Source: an optimization exercise on an open RTL-to-GDS flow (aim: small area). Production flows keep margins and buffers that such runs may drop. Where RTL was checked, it was by simulation tests only, not by an equivalence proof against the original. Power figures rest on the tool's default switching activity, not on a simulated workload.

Design stage23_encode_module, start of the top module:
module stage23_encode_module (
    clk , rst_n ,
    original_data_1 , original_data_2 , original_data_3 ,
    message_en_in ,
    message_en_out ,
    packet_head_data_out ,
    length_fast_1_out , length_fast_2_out , length_fast_3_out ,
    message_fast_1_out , message_fast_2_out , message_fast_3_out ,
    packet_ETX_data_out
    );
    input          clk , rst_n , message_en_in ;
    input  [263:0] original_data_1 , original_data_2 , original_data_3 ;
    output         message_en_out ;
    output [119:0] packet_head_data_out ;
    output [7:0]   length_fast_1_out , length_fast_2_out , length_fast_3_out ;
    output [343:0] message_fast_1_out , message_fast_2_out , message_fast_3_out ;
    output [7:0]   packet_ETX_data_out ;
    reg         en1 ;
    reg [263:0] s1_d1 , s1_d2 , s1_d3 ;
    always @( posedge clk ) begin
        en1   <= rst_n & message_en_in ;
        s1_d1 <= original_data_1 ;
        s1_d2 <= original_data_2 ;
        s1_d3 <= original_data_3 ;
    end
    reg  [7:0]  dict_pid , dict_mc , dict_mt ;
    wire [23:0] eh1 , eh2 , eh3 ;
    wire        v1 , v2 , v3 ;
    hdr_eff #( .SLOT3 ( 0 ) ) he1 ( .d ( s1_d1 ) , .d2 ( s1_d2 ) , .eh ( eh1 ) , .valid ( v1 ) );
    hdr_eff #( .SLOT3 ( 0 ) ) he2 ( .d ( s1_d2 ) , .d2 ( s1_d2 ) , .eh ( eh2 ) , .valid ( v2 ) );
  ...
clock: 7.0 ns
lec_check: 0
cap_margin: 20
core_area: 5 5 945 415
die_area: 0 0 950 420
slew_margin: 20
standard.sh (not shown) runs the stock make flow with config.mk's settings and CLKGATE_MAP_FILE= SYNTH_SCRIPT=/design/flow/synth_recipe.tcl, a recipe that flattens the netlist after the stock synthesis.
==> flow/flow/run.sh <==
#!/bin/bash
# Own layout flow: the standard flow (standard.sh), except that
#  - synthesis maps with an area-oriented ABC script and without ORFS's adder
#    extraction (same Yosys passes, registers and names otherwise),
#  - the port buffers are the smallest buffer cell,
#  - clock tree synthesis uses no dummy loads.
set -euo pipefail
W=$(pwd)
F=$W/flow

# ORFS's synth.tcl with the ABC call replaced
sed -e 's|log_cmd abc {\*}\$abc_args|log_cmd abc -script $::env(OWN_ABC_SCRIPT) {*}$lib_args {*}$lib_dont_use_args|' \
    "$FLOW_HOME/scripts/synth.tcl" > "$W/own_synth.tcl"
grep -q 'OWN_ABC_SCRIPT' "$W/own_synth.tcl"
export OWN_SYNTH_TCL=$W/own_synth.tcl
export OWN_ABC_SCRIPT=$F/abc_area.script

bash standard.sh SYNTH_SCRIPT="$F/synth_wrap.tcl" ADDER_MAP_FILE= SYNTH_INSBUF=0 synth > "$W/own_synth.log" 2>&1

CTS="-sink_clustering_enable -repair_clock_nets -sink_clustering_size 20 -sink_clustering_max_diameter 60"
CTS="$CTS -buf_list sky130_fd_sc_hd__clkbuf_16 -dont_use_dummy_load"
bash standard.sh BUFFER_PORTS_ARGS="-buffer_cell sky130_fd_sc_hd__buf_1" CTS_ARGS="$CTS" finish > "$W/own_layout.log" 2>&1
test -s out/final.def
==> flow/flow/abc_area.script <==
strash
dc2
dch -f
amap
==> flow/flow/synth_wrap.tcl <==
proc synth {args} { yosys synth -nofsm -noshare {*}$args }
source $::env(OWN_SYNTH_TCL)
# left out here: clear keep_hierarchy, flatten, clean up, hide names made inside functions, write 1_2_yosys.v
The starting point produced a layout that fails on setup timing.
Edit:
CAP_MARGIN = 30   (was 20)
CORE_AREA = 5 5 1095 255   (was 5 5 945 415)
DIE_AREA = 0 0 1100 260   (was 0 0 950 420)
SLEW_MARGIN = 30   (was 20)
The changed run produced a layout that fails on setup timing.
Total power decreases by 9.4%.
Wire length is lower by 26%.
Worst setup slack gets better by 0.037 ns.
First-iteration DRC count came out higher by 3.0%.
Core utilization grows by 7.2 points.
Sequential share of layout area went up by 2.2 points.
Final area came out lower by 4.7%.
Clock skew shrinks by 0.038 ns.
Global-route usage climbs by 0.60 points.
Worst hold slack improved by 0.037 ns.
Maximum frequency grows by 0.52%.
No functional check of the RTL was part of any run of this note.

---

Another version of the RTL of stage23_encode_module (not shown whole).
Size: roughly 6000 cells after synthesis, about 1700 flip-flops, about 2000 I/O pins.
export LEC_CHECK = 0
export CAP_MARGIN = 20
export CORE_AREA = 5 5 715 715
export DIE_AREA = 0 0 720 720
export SLEW_MARGIN = 20
create_clock -name core_clock -period 7.0 [get_ports {clk}]
==> flow/flow/run.sh <==
#!/bin/bash
# Own layout flow: the standard flow, except that
#  - synthesis maps with an area-oriented ABC script (same Yosys passes and registers otherwise),
#  - the port buffers are the smallest buffer cell.
set -euo pipefail
W=$(pwd)
F=$W/flow

# ORFS's synth.tcl with the ABC call replaced
sed -e 's|log_cmd abc {\*}\$abc_args|log_cmd abc -script $::env(OWN_ABC_SCRIPT) {*}$lib_args {*}$lib_dont_use_args|' \
    "$FLOW_HOME/scripts/synth.tcl" > "$W/own_synth.tcl"
grep -q 'OWN_ABC_SCRIPT' "$W/own_synth.tcl"
export OWN_SYNTH_TCL=$W/own_synth.tcl
export OWN_ABC_SCRIPT=$F/abc_area.script

bash standard.sh SYNTH_SCRIPT="$F/synth_wrap.tcl" synth > "$W/own_synth.log" 2>&1
bash standard.sh BUFFER_PORTS_ARGS="-buffer_cell sky130_fd_sc_hd__buf_1" finish > "$W/own_layout.log" 2>&1
test -s out/final.def
Scripts as last shown in full above: flow/flow/abc_area.script, flow/flow/synth_wrap.tcl
Then changed:
==> flow/run.sh (new file) <==
#!/bin/bash
# synth_recipe.tcl (not shown) runs the flow's synth.tcl, then flattens the netlist and writes it again
# the make line also repeats each setting of config.mk as NAME=value (left out here)
make -C /OpenROAD-flow-scripts/flow DESIGN_CONFIG=/design/flow/config.mk WORK_HOME=/design/flow/orfs CLKGATE_MAP_FILE= SYNTH_SCRIPT=/design/flow/synth_recipe.tcl finish
removed: flow/flow/run.sh
removed: flow/flow/abc_area.script
removed: flow/flow/synth_wrap.tcl
removed: flow/standard.sh
Via count grows by 2.3%.
Wire length shrinks by 1.5%.
Power grows by 1.9%.
Die area does not change.
Non-clock buffer count shrinks by 25.

---

job 1309:
stage23_encode_module, a different RTL version from the one above (not shown whole).
For scale: roughly 6,600 cells after synthesis, roughly 1,700 flip-flops, ~2,000 I/O pins, ~0.069 sq mm of cells after synthesis.
clock: 7.0 ns
lec_check: 0
cap_margin: 20
core_area: 5 5 715 715
cts_buf_list: sky130_fd_sc_hd__clkbuf_4 sky130_fd_sc_hd__clkbuf_8
die_area: 0 0 720 720
slew_margin: 20
run.sh (not shown) runs the stock make flow with config.mk's settings and CLKGATE_MAP_FILE= SYNTH_SCRIPT=/design/flow/synth_recipe.tcl, a recipe that flattens the netlist after the stock synthesis.
Stock flow here: none of the scripts above is used.
Setup changes, job 1309 to job 8949
Settings: setting CTS_CLUSTER_DIAMETER to 100 for the first time; changing CORE_AREA from 5 5 715 715 to 5 5 445 445; changing DIE_AREA from 0 0 720 720 to 0 0 450 450; setting CTS_CLUSTER_SIZE to 20 for the first time; changing CTS_BUF_LIST from sky130_fd_sc_hd__clkbuf_4 sky130_fd_sc_hd__clkbuf_8 to sky130_fd_sc_hd__clkbuf_16.
==> flow/flow/run.sh (new file) <==
#!/bin/bash
# Own layout flow: the standard flow, except that
#  - synthesis maps with an area-oriented ABC script (same Yosys passes and registers otherwise),
#  - the port buffers are the smallest buffer cell.
set -euo pipefail
W=$(pwd)
F=$W/flow

# ORFS's synth.tcl with the ABC call replaced
sed -e 's|log_cmd abc {\*}\$abc_args|log_cmd abc -script $::env(OWN_ABC_SCRIPT) {*}$lib_args {*}$lib_dont_use_args|' \
    "$FLOW_HOME/scripts/synth.tcl" > "$W/own_synth.tcl"
grep -q 'OWN_ABC_SCRIPT' "$W/own_synth.tcl"
export OWN_SYNTH_TCL=$W/own_synth.tcl
export OWN_ABC_SCRIPT=$F/abc_area.script

bash standard.sh SYNTH_SCRIPT="$F/synth_wrap.tcl" synth > "$W/own_synth.log" 2>&1
bash standard.sh BUFFER_PORTS_ARGS="-buffer_cell sky130_fd_sc_hd__buf_1" finish > "$W/own_layout.log" 2>&1
test -s out/final.def
==> flow/flow/abc_area.script (new file) <==
strash
dc2
dch -f
amap
==> flow/flow/synth_wrap.tcl (new file) <==
proc synth {args} { yosys synth -nofsm -noshare {*}$args }
source $::env(OWN_SYNTH_TCL)
# left out here: clear keep_hierarchy, flatten, clean up, hide names made inside functions, write 1_2_yosys.v
==> flow/standard.sh (new file) <==
#!/bin/bash
# synth_recipe.tcl (not shown) runs the flow's synth.tcl, then flattens the netlist and writes it again
# the make line also repeats each setting of config.mk as NAME=value (left out here)
make -C /OpenROAD-flow-scripts/flow DESIGN_CONFIG=/design/flow/config.mk WORK_HOME=/design/flow/orfs CLKGATE_MAP_FILE= SYNTH_SCRIPT=/design/flow/synth_recipe.tcl "${@:-finish}"
removed: flow/run.sh
## What came out
- No final results exist for job 8949, since it was stopped by error PPL-0024 during I/O pin placement (3_2_place_iop).
- Initial standard-cell utilization of the core, job 8949 and job 1309: smaller value in job 1309
- Post-synthesis adder-cell area fraction: job 8949 vs job 1309, no meaningful difference
- Per the comparison of job 8949 with job 1309, fraction of synthesized area in multiplexers fell by 12 points, synthesized-area fraction occupied by and/or/nand/nor cells dropped 0.32 points.
- Between job 1309 and job 8949, average size of a mapped cell decreased.
The following lists how job 5728 was set up differently from job 8949:
Settings: DIE_AREA changed from 0 0 450 450 to 0 0 720 720; CORE_AREA changed from 5 5 445 445 to 5 5 715 715.
[summary]
- The log for job 8949 ends in I/O pin placement (3_2_place_iop) with error PPL-0024, so the run never completed.
- No stage failed in job 5728, and the final checks on the layout all came back clean.
- Summary of job 5728 over job 8949: overall die width shows an increase of 270 microns, adder and majority gate portion of the synthesized area about even.
- Going from job 8949 to job 5728, site row count shows an increase of 99; die height shows an increase of about 60%; cell area after synthesis shows no meaningful change; initial core utilization shows a reduction of 19 points.
diff inputs: job 5728 => job 2265
Settings: setting PLACE_DENSITY to 0.85 for the first time.
## What came out
Summary of job 2265 over job 5728: maximum clock insertion buffer count held steady, global-route wire length before repair shows an increase of 4.6 mm, share of cells above drive strength 1 +0.44 points, worst supply voltage drop on vdd higher, initial antenna violation count dropped about 8%. Placer's final routability congestion estimate down 0.038 in job 2265 wrt job 5728. Taking job 5728 as the reference, in job 2265 area of the multi-input gates was more or less identical; longest individual stage delay on the worst path decreased 320 ps. Cell count: job 2265 higher than job 5728. The fraction of met2 tracks used by global routing in job 2265 sits 0.16 points below the value recorded for job 5728. More vias were needed by job 2265 than by job 5728.

==> port drivers added, routing unchanged <==
In the flow no input, the clock included, has a driving cell. The finished layouts below were timed again as built, in two steps. Step 1, drivers: a clkbuf_16 drives clk and a buf_2 each remaining input, both assumed. Step 2 times the ports against the registers' clock, not the clock port: input delays grow and output delays shrink by t, the midpoint of the rising clock arrivals with the driver on. Three values: ideal, step 1, step 2; two values: the first two.
| run | t, ns | setup WS [ns] | hold slack, ns | clock arrival spread, ns |
|---|---|---|---|---|
| the first run of note 1 | 0.939 | -0.071 / -0.071 / -0.071 | 0.261 / 0.261 / 0.261 | 0.147 / 0.148 |
| the second run of note 1 | 0.834 | -0.035 / -0.035 / -0.035 | 0.299 / 0.299 / 0.299 | 0.121 / 0.121 |
| the first run of note 2 | 1.000 | 0.265 / 0.170 / 1.169 | 0.286 / 0.286 / 0.286 | 0.061 / 0.061 |
| the second run of note 2 | 0.977 | 0.205 / 0.111 / 1.088 | 0.257 / 0.257 / 0.257 | 0.203 / 0.203 |
| job 1309 | 1.192 | 0.210 / 0.115 / 1.308 | 0.179 / 0.179 / 0.179 | 0.263 / 0.263 |
| job 5728 | 0.990 | 0.204 / 0.090 / 1.080 | 0.289 / 0.289 / 0.289 | 0.204 / 0.203 |
| job 2265 | 0.957 | 0.253 / 0.144 / 1.101 | 0.319 / 0.319 / 0.319 | 0.180 / 0.179 |
